From an optimization exercise on the open Yosys and OpenROAD flow, aimed at small area; shortcuts taken in it are not production practice.
The RTL was checked by simulation tests, not by an equivalence proof against the original design.
Power is estimated from default activity; no workload was simulated.

--- flow/design.v ---
`timescale 1ns / 1ps
module ElevatorController
  (
   input         clk,
   input         reset,
   input [11:0]  newRealFloorButton,
   input [9:1]   newInternalButton1,
   input [9:1]   newInternalButton2,
   input [9:1]   newInternalButton3,
   output [2:0]  currentFloor1,
   output [2:0]  currentFloor2,
   output [2:0]  currentFloor3,
   output [1:0]  currentDirection1,
   output [1:0]  currentDirection2,
   output [1:0]  currentDirection3,
   output [11:0] currentRealFloorButton,
   output [9:1]  currentInternalButton1,
   output [9:1]  currentInternalButton2,
   output [9:1]  currentInternalButton3,
   output        doorState1,
   output        doorState2,
   output        doorState3
   );
   reg [1:0]     stage;
   always @(posedge clk or posedge reset)
     if (reset) stage <= 2'd0;
     else       stage <= stage + 2'd1;
   wire          enDir  = (stage == 2'd0);
   wire          enDoor = (stage == 2'd1);
   wire          enBtn  = (stage == 2'd2);
   wire          enLift = (stage == 2'd3);
   reg [12:1]    unused;
   reg           p12, p13, p23;
   wire [13:0]   B1, B2, B3;
   wire [2:0]    F1 = currentFloor1, F2 = currentFloor2, F3 = currentFloor3;
   wire [13:0]   newExt = {1'b0, newRealFloorButton, 1'b0};
   wire [13:0]   U = {1'b0, unused, 1'b0};
   wire          gt12 = F1 > F2, gt23 = F2 > F3, gt31 = F3 > F1;
   wire          eq12 = F1 == F2, eq23 = F2 == F3, eq31 = F3 == F1;
   wire          gt21 = ~gt12 & ~eq12, gt32 = ~gt23 & ~eq23, gt13 = ~gt31 & ~eq31;
   wire          distinct = ~eq12 & ~eq23 & ~eq31;
   wire          cyc = distinct & (gt12 ^ gt23 ^ gt31);
   reg [13:0]    n1, n2, n3, uo;
   reg           q12, q13, q23;
   reg           c1, c2, c3, w1u, w2u, w3u, w1d, w2d, w3d;
   reg           aU, aD, g1u, g2u, g3u, g1d, g2d, g3d, g1, g2, g3;
   reg           sU, sD, wh, fr;
   integer       b;
   always @* begin
      q12 = p12; q13 = p13; q23 = p23;
      n1 = 14'b0; n2 = 14'b0; n3 = 14'b0; uo = 14'b0;
      for (b = 1; b <= 7; b = b + 1) begin
         c1 = F1 <= b; c2 = F2 <= b; c3 = F3 <= b;
         w1u = c1 & (~c2 | gt12 | (eq12 & q12)) & (~c3 | gt13 | (eq31 & q13));
         w2u = c2 & (~c1 | gt21 | (eq12 & ~q12)) & (~c3 | gt23 | (eq23 & q23));
         w3u = c3 & (~c1 | gt31 | (eq31 & ~q13)) & (~c2 | gt32 | (eq23 & ~q23));
         if ((~c1 & ~c2 & ~c3) | (cyc & c1 & c2 & c3)) begin
            w1u = 1'b1; w2u = 1'b0; w3u = 1'b0;
         end
         c1 = F1 >= b; c2 = F2 >= b; c3 = F3 >= b;
         w1d = c1 & (~c2 | gt21 | (eq12 & q12)) & (~c3 | gt31 | (eq31 & q13));
         w2d = c2 & (~c1 | gt12 | (eq12 & ~q12)) & (~c3 | gt32 | (eq23 & q23));
         w3d = c3 & (~c1 | gt13 | (eq31 & ~q13)) & (~c2 | gt23 | (eq23 & ~q23));
         if ((~c1 & ~c2 & ~c3) | (~cyc & distinct & c1 & c2 & c3)) begin
            w1d = 1'b1; w2d = 1'b0; w3d = 1'b0;
         end
         sU = (w1u & (F1 == b)) | (w2u & (F2 == b)) | (w3u & (F3 == b));
         sD = (w1d & (F1 == b)) | (w2d & (F2 == b)) | (w3d & (F3 == b));
         aU = 1'b0;
         if (b < 7) begin
            wh = newExt[2*b-1] | B1[2*b-1] | B2[2*b-1] | B3[2*b-1] | U[2*b-1];
            fr = newExt[2*b-1] | U[2*b-1];
            aU = sU ? wh : fr;
         end
         g1u = w1u & aU; g2u = w2u & aU; g3u = w3u & aU;
         aD = 1'b0;
         if (b > 1) begin
            wh = newExt[2*b-2] | B1[2*b-2] | B2[2*b-2] | B3[2*b-2] | U[2*b-2];
            fr = newExt[2*b-2] | U[2*b-2];
            aD = ~aU & (sD ? wh : fr);
         end
         g1d = w1d & aD; g2d = w2d & aD; g3d = w3d & aD;
         if (b < 7) begin
            n1[2*b-1] = (B1[2*b-1] | g1u) & ~(g2u | g3u);
            n2[2*b-1] = (B2[2*b-1] | g2u) & ~(g1u | g3u);
            n3[2*b-1] = (B3[2*b-1] | g3u) & ~(g1u | g2u);
            uo[2*b-1] = (newExt[2*b-1] | U[2*b-1] | B1[2*b-1] | B2[2*b-1] | B3[2*b-1]) &
                        ~(n1[2*b-1] | n2[2*b-1] | n3[2*b-1]);
         end
         if (b > 1) begin
            n1[2*b-2] = (B1[2*b-2] | g1d) & ~(g2d | g3d);
            n2[2*b-2] = (B2[2*b-2] | g2d) & ~(g1d | g3d);
            n3[2*b-2] = (B3[2*b-2] | g3d) & ~(g1d | g2d);
            uo[2*b-2] = (newExt[2*b-2] | U[2*b-2] | B1[2*b-2] | B2[2*b-2] | B3[2*b-2]) &
                        ~(n1[2*b-2] | n2[2*b-2] | n3[2*b-2]);
         end
         g1 = g1u | g1d; g2 = g2u | g2d; g3 = g3u | g3d;
         q12 = g1 ? 1'b0 : (g2 ? 1'b1 : q12);
         q13 = g1 ? 1'b0 : (g3 ? 1'b1 : q13);
         q23 = g2 ? 1'b0 : (g3 ? 1'b1 : q23);
      end
   end
   always @(posedge clk) begin
      if (reset) begin
         unused <= 12'b0;
         p12 <= 1'b1; p13 <= 1'b1; p23 <= 1'b1;
      end else begin
         unused <= uo[12:1];
         p12 <= q12; p13 <= q13; p23 <= q23;
      end
   end
   assign currentRealFloorButton = n1[12:1] | n2[12:1] | n3[12:1] | unused;
   Car car1(clk, reset, enDir, enDoor, enBtn, enLift, n1, newInternalButton1,
            currentFloor1, currentDirection1, doorState1, B1, currentInternalButton1);
   Car car2(clk, reset, enDir, enDoor, enBtn, enLift, n2, newInternalButton2,
            currentFloor2, currentDirection2, doorState2, B2, currentInternalButton2);
   Car car3(clk, reset, enDir, enDoor, enBtn, enLift, n3, newInternalButton3,
            currentFloor3, currentDirection3, doorState3, B3, currentInternalButton3);
endmodule  
module Car
  (
   input             clk,
   input             reset,
   input             enDir,
   input             enDoor,
   input             enBtn,
   input             enLift,
   input [13:0]      fb,         
   input [9:1]       newInt,
   output reg [2:0]  floor,
   output reg [1:0]  dir,        
   output reg        door,
   output [13:0]     hallReg,
   output [9:1]      ibCur
   );
   reg [12:1]        hall;
   reg [9:1]         ib;
   reg [2:0]         dcnt;
   reg [3:0]         lcnt;
   reg               move;
   assign hallReg = {1'b0, hall, 1'b0};
   assign ibCur = ib | newInt;
   wire [7:1]        fbUp = {1'b0, fb[11], fb[9], fb[7], fb[5], fb[3], fb[1]};
   wire [7:1]        fbDn = {fb[12], fb[10], fb[8], fb[6], fb[4], fb[2], 1'b0};
   wire [7:1]        calls = ibCur[7:1] | fbUp | fbDn;
   reg [7:1]         here, above, below;
   integer           f;
   always @* begin
      for (f = 1; f <= 7; f = f + 1) begin
         here[f] = floor == f;
         above[f] = floor < f;
         below[f] = floor > f;
      end
   end
   wire              upper = |(calls & above);
   wire              lower = |(calls & below);
   wire              hUp = |(fbUp & here);
   wire              hDn = |(fbDn & here);
   wire              ibHere = |(ibCur[7:1] & here);
   always @(posedge clk or posedge reset)
     if (reset)
       dir <= 2'b00;
     else if (enDir & ~move & ~door)
       dir <= {upper & ~(dir[0] & lower), lower & (dir[0] | ~upper)};
   wire              openReq = ibHere | (hUp & ~dir[0]) | (hDn & ~dir[1]);
   always @(posedge clk or posedge reset)
     if (reset) begin
        door <= 1'b0;
        dcnt <= 3'd0;
     end else if (move) begin
        door <= 1'b0;
        dcnt <= 3'd0;
     end else if (enDoor) begin
        if (openReq) begin
           door <= 1'b1;
           dcnt <= 3'd5;
        end else if (dcnt == 3'd0)
          door <= 1'b0;
        else if (ibCur[9])
          dcnt <= 3'd5;
        else if (ibCur[8])
          dcnt <= 3'd0;
        else
          dcnt <= dcnt - 3'd1;
     end
   wire              bOpen = enBtn & door;
   wire [7:1]        clrDn = {7{bOpen & ~dir[1]}} & here;
   wire [7:1]        clrUp = {7{bOpen}} & here & ({7{dir[1]}} | ({7{~dir[0]}} & ~fbDn));
   wire [7:1]        clrI = {7{enBtn & (door | ~move)}} & here;
   wire [12:1]       clrH = {clrDn[7], clrUp[6], clrDn[6], clrUp[5], clrDn[5], clrUp[4],
                             clrDn[4], clrUp[3], clrDn[3], clrUp[2], clrDn[2], clrUp[1]};
   always @(posedge clk or posedge reset)
     if (reset) begin
        hall <= 12'b0;
        ib <= 9'b0;
     end else begin
        hall <= fb[12:1] & ~clrH;
        ib <= ibCur & ~{enBtn & (door | move), enBtn & ~door, clrI};
     end
   always @(posedge clk or posedge reset)
     if (reset) begin
        floor <= 3'd1;
        move <= 1'b0;
        lcnt <= 4'd0;
     end else if (enLift) begin
        if (lcnt == 4'd0) begin
           if (door | move) begin
              move <= 1'b0;
              lcnt <= 4'd10;
           end else if (dir[1] & (floor != 3'd7)) begin
              floor <= floor + 3'd1;
              move <= 1'b1;
              lcnt <= 4'd10;
           end else if (dir[0] & (floor != 3'd1)) begin
              floor <= floor - 3'd1;
              move <= 1'b1;
              lcnt <= 4'd10;
           end
        end else
          lcnt <= lcnt - 4'd1;
     end
endmodule  
--- flow/run.sh ---
#!/bin/bash
# synth_recipe.tcl (not shown) runs the flow's synth.tcl, then flattens the netlist and writes it again
# the make line also repeats each setting of config.mk as NAME=value (left out here)
make -C /OpenROAD-flow-scripts/flow DESIGN_CONFIG=/design/flow/config.mk WORK_HOME=/design/flow/orfs CLKGATE_MAP_FILE= SYNTH_SCRIPT=/design/flow/synth_recipe.tcl finish
--- flow/config.mk ---
export PLATFORM = sky130hd
export DESIGN_NAME = ElevatorController
export DESIGN_NICKNAME = ElevatorController
export VERILOG_FILES = /design/flow/design.v
export SDC_FILE = /design/flow/constraint.sdc
export NUM_CORES = 4
export LEC_CHECK = 0
export CAP_MARGIN = 20
export CORE_MARGIN = 2
export CORE_UTILIZATION = 45
export PLACE_DENSITY = 0.6
export SETUP_SLACK_MARGIN = 1.5
export SLEW_MARGIN = 20
--- flow/constraint.sdc ---
create_clock -name core_clock -period 32.0 [get_ports {clk}]
set_input_delay 6.4000 -clock core_clock [delete_from_list [all_inputs] [get_ports {clk}]]
set_output_delay 6.4000 -clock core_clock [all_outputs]
set_load 0.01 [all_outputs]
==> run summary <==
The flow ran to the end and the layout has no timing, DRC or antenna violations. The first-iteration detailed-routing DRC count came out at about 1,600. The number of buffers inserted for hold repair after clock tree synthesis is 0.

Once the clock tree was built, the setup fixing pass inserted 0 buffers. The number of filler cells placed in the layout came out at between 2,000 and 2,500. Before antenna repair, the detailed router went through 6 iterations. Sorting the synthesized cells by area gives the leading types as sky130_fd_sc_hd__dfrtp_1 24%, sky130_fd_sc_hd__nor2_1 5.8%, sky130_fd_sc_hd__a21oi_1 5.5%, sky130_fd_sc_hd__nand2_1 5.0%, sky130_fd_sc_hd__ha_1 4.6%. The minimum clock period after layout came out at about 24 ns.

The total of flip-flops plus latches after synthesis is approximately 120. The diode insertion count for antenna repair is 0. The clock transition time at the flip-flop clock pins of the worst setup and hold paths came out at about 0.060 ns. The number of vias in the routed layout came out at 12,400. Dividing the detail-routed wire length by the instance count gives 26.4 um. The startpoint type of the worst setup path is an input port.

The final total power came out at about 1.1 mW. The net count of the finished layout is roughly 1,600. The sequential cells in the finished layout cover a total of between 0.002 and 0.003 mm^2.

In the synthesized netlist the dominant register cell turns out to be sky130_fd_sc_hd__dfrtp_1. The fraction of final layout cells with drive strength greater than 1 is around 11%. The number of flops mapped to enable cells by yosys is 0. The number of antenna violations at the first check in global routing came out at 0. The highest attainable clock frequency is 41.6 MHz. The highest ir drop seen on vdd came out at ~0.04 mV. The launch point of the worst reg-to-reg path is car2.floor[0]. The timing startpoint of the critical path is newRealFloorButton[0]. The starting density of the core is between 40% and 50%. The routed design uses 5.28 mm of met3 wire.

The number of setup violations in the final report came out at 0. The number of vias per cell came out at ~6.8. The max-slew violation total from the final report is 0. The register-to-register setup slack came out at around 19 ns. The post-synth design cell area is 0.0108 mm^2. The routability congestion estimate from global placement is between 1 and 1.5. The via count of the first global-routing pass is roughly 12,000. The root cell of the clock tree is sky130_fd_sc_hd__clkbuf_16.

From left edge to right edge, the die measures around 160 um. The fraction of synthesis flops using an asynchronous set or reset pin is between 80 and 90%. The switching part of the total is between 50% and 60%.

TritonCTS built the clock tree. sky130_fd_sc_hd__dfrtp_1 takes more of the synthesized area than any other cell. The area of combinational cells with multiple inputs is between 0.007 and 0.008 mm^2. The die extent in y is approximately 160 um. The total routed wire length on the met1 layer is just under 20 mm.

The final number of hold-violating endpoints is 0. The pin count of the biggest net entering global routing is 59. The power density relative to cell area is 86.0 mW/mm^2. STA classifies the critical path endpoint as an output port. The logic gate share of total power came out at 63.4%. The later-pin clock latency in the skew report is 0.45 ns.

The number of different library cells in the post-synthesis netlist came out at 112. The number of input and output port buffers inserted is 97. The top fanout value on the critical path came out at 8. At the worst endpoint, the arrival time is 17.65 ns. The maximum cell stage delay along the critical path came out at between 0.6 and 0.7 ns. The first global-routing pass estimated about 72 mm of wire. The fraction of synthesized cell area taken by the top area cell type is about a quarter. The clock tree buffer depth came out at 2. The analysis attributes to net switching a power of ~570 uW. The worst register-to-register path ends at car1.dcnt[0]. The clock skew is roughly 0.023 ns. In this run, post-CTS repair resized a total of 0 instances. The clock net in this run drives a total of roughly 120 sinks.

Per report_power, the sequential group accounts for 17.9% of the total. The H-tree was split into 4 levels. Summing the sequential cell areas from Yosys gives around 28% of the chip area. The number of remaining DRC errors came out at 0. The part of the cycle the worst path needs came out at around 75%. The global routing usage summed across all routing layers is a little under two fifths.

The slowest cell on the critical path is sky130_fd_sc_hd__o31ai_2. The internal power of the cells came out at 530 uW. Once detail routing completed, the nets flagged for antenna violations numbered 0. In this run the static leakage power is a little under 5 nW. Broken down by cell family, the worst path's largest delay share belongs to compound AO/OA/AOI/OAI gates. The critical path crosses 35 cells after its start point.

Measured against its own limit, the worst slew margin works out to 20.7%. The floorplan core area came out at approximately 0.023 mm^2. The minimum hold slack is 0.505 ns. The routed wire length is 48.1 mm. The number of buffers and inverters on the critical path came out at 2. The count of yosys warnings during synthesis came out at 2. The detailed placer's ending HPWL came out at between 30 and 40 mm. The cell count after synthesis is roughly 1,400. After detailed routing, no signal wire sits above met4.

The path class of the tightest hold or removal check is flop to flop. The boundary pin count is approximately 100. In this run, CTS created clock tree buffers numbering 17.

The standard-cell row count came out at between 50 and 60. The max-capacitance violation count came out at 0. Of the total power, the clock network draws about a fifth. The number of nets handed over by synthesis was around 1,500. At the worst endpoint, the required time is 25.60 ns.

For the pin with the worst max-slew slack, the measured transition is approximately 1.2 ns. The capturing instance or port of the critical path is currentRealFloorButton[11]. Setup repair after global routing left no endpoint under its margin. The die area is around 0.025 mm^2. The worst register-to-register path has a depth of 38. In this run the mean area of a mapped cell was slightly below 8 um^2. The critical path in this run is classified as input port to output port. Summed over all nets, wire length on met2 after detailed routing comes to ~20 mm. For the final routed database, the setup TNS stands at 0 ns. The leftover overflow at the end of global routing came out at 0. Compared with the post-synthesis result, the final layout area differs by 18.2%.
state kept, by name (all words and copies together) (netlist names), 4 cells and up:
| signal | flops |
|---|---|
| car2.ib | 9 |
| car2.hall | 12 |
| car3.ib | 9 |
| car1.hall | 12 |
| car3.lcnt | 4 |
| car3.hall | 12 |
| car1.lcnt | 4 |
| car2.lcnt | 4 |
| unused | 12 |
| car1.ib | 9 |
cells by family (layout without fill, tap and decap cells):
kind of cell	Yosys count	in the layout	synth area share (%)
XOR/XNOR	9	9	0.975
AO/OA/AOI/OAI	537	537	36.7
AND/OR/NAND/NOR	551	551	25.1
flip-flops	122	122	27.7
buffers and inverters	127	239	4.70
adder cells (fa/ha/maj)	40	40	4.64
multiplexers	2	2	0.232
cells in the final DEF, fill, tap and decap left out, types with 20 or more instances in the layout:
cell type                           n
sky130_fd_sc_hd__nor2_1           167
sky130_fd_sc_hd__nand2_1          143
sky130_fd_sc_hd__a21oi_1          119
sky130_fd_sc_hd__dfrtp_1          104
sky130_fd_sc_hd__clkdlybuf4s50_1   97
sky130_fd_sc_hd__o21ai_0           84
sky130_fd_sc_hd__inv_1             81
sky130_fd_sc_hd__nor3_1            49
sky130_fd_sc_hd__ha_1              40
sky130_fd_sc_hd__a211oi_1          35
sky130_fd_sc_hd__nand3_1           32
sky130_fd_sc_hd__or2_2             28
sky130_fd_sc_hd__a31oi_1           27
sky130_fd_sc_hd__buf_4             26
sky130_fd_sc_hd__o21ai_1           20
cell usage after synthesis (17+ instances only):
library cell / n
sky130_fd_sc_hd__nor2_1: 167
sky130_fd_sc_hd__nand2_1: 143
sky130_fd_sc_hd__a21oi_1: 119
sky130_fd_sc_hd__dfrtp_1: 104
sky130_fd_sc_hd__o21ai_0: 85
sky130_fd_sc_hd__inv_1: 82
sky130_fd_sc_hd__nor3_1: 49
sky130_fd_sc_hd__ha_1: 40
sky130_fd_sc_hd__a211oi_1: 35
sky130_fd_sc_hd__clkbuf_1: 32
sky130_fd_sc_hd__nand3_1: 32
sky130_fd_sc_hd__or2_2: 28
sky130_fd_sc_hd__a31oi_1: 27
sky130_fd_sc_hd__o21ai_1: 19
sky130_fd_sc_hd__nand2b_1: 18
sky130_fd_sc_hd__o31ai_1: 17
area by class of cell:
cell class              count  area share, %
well taps                 319           3.13
clock inverters            13           1.13
inverters                  84           2.49
clock buffers              19           3.48
multi-input cells        1139           57.2
repair buffers            123           9.15
flip-flops and latches    122           23.4
power by group through the flow:
stage / logic [mW] / clock network [mW] / registers, mW
2_1_floorplan: 0.448 / 0 / 0.190
3_3_place_gp: 0.670 / 0 / 0.199
3_5_place_dp: 0.665 / 0 / 0.198
4_1_cts: 0.669 / 0.205 / 0.195
5_1_grt: 0.731 / 0.211 / 0.199
6_report: 0.694 / 0.205 / 0.197
worst min-delay path: stages (launching register included):
cell	delay, ns
sky130_fd_sc_hd__dfrtp_1	0.36
sky130_fd_sc_hd__nand2_1	0.05
sky130_fd_sc_hd__o21ai_0	0.06
metal layers:
layer / vias to the layer above / track usage (%)
li1: 5439 / -
met1: 5975 / 50.1
met2: 816 / 55.8
met3: 162 / 9.04
met4: 0 / 20.6
met5: - / 0
worst min-delay path by stage:
stage | from | endpoint | slack, ns | cells after the start
after floorplan | stage[0] | stage[0] | 0.46 | 1
after global placement | stage[0] | stage[0] | 0.48 | 1
after detailed placement | car2.dcnt[1] | car2.dcnt[1] | 0.49 | 1
after CTS | car2.dcnt[1] | car2.dcnt[1] | 0.51 | 1
after global routing | car3.dcnt[1] | car3.dcnt[1] | 0.53 | 1
final | car3.lcnt[1] | car3.lcnt[1] | 0.50 | 2
per-stage QoR:
stage | instance area (um^2) | std cells | util (%) | setup slack (ns)
after global placement | 12200 | 1787 | 51.8 | 8.33
after global routing | 12700 | 1819 | 54.3 | 7.21
after floorplan | 10800 | 1388 | - | 10.60
final | 12700 | 1819 | 54.3 | 7.95
after CTS | 12700 | 1819 | 54.3 | 8.24
after detailed placement | 12200 | 1787 | 51.8 | 8.33

-- re-timing with driven ports --
The flow's constraints put no driver on any port. The routed layout listed below was extracted and timed again, unchanged, in two steps.
Step 1, drivers: a clkbuf_16 drives clk and a buf_2 each remaining input, both assumed.
Step 2 moves the port delays by t, midway between the first and last clock arrival at a register: inputs arrive t later, outputs are due t later. That takes back most of the time a late clock gives input paths.
Three values: ideal, step 1, step 2; two values: the first two.
shift t [ns]: 0.486
setup WS [ns]: 7.952 / 7.927 / 7.927
worst hold slack (ns): 0.505 / 0.505 / 0.505
slew at the worst register clock pin (ns): 0.07 / 0.07
worst slew at a driven data input, ns: 0.05
After both steps this run still meets setup and hold. For this run, drivers alone change the setup slack by -0.025 ns; drivers and shift together by -0.025 ns.
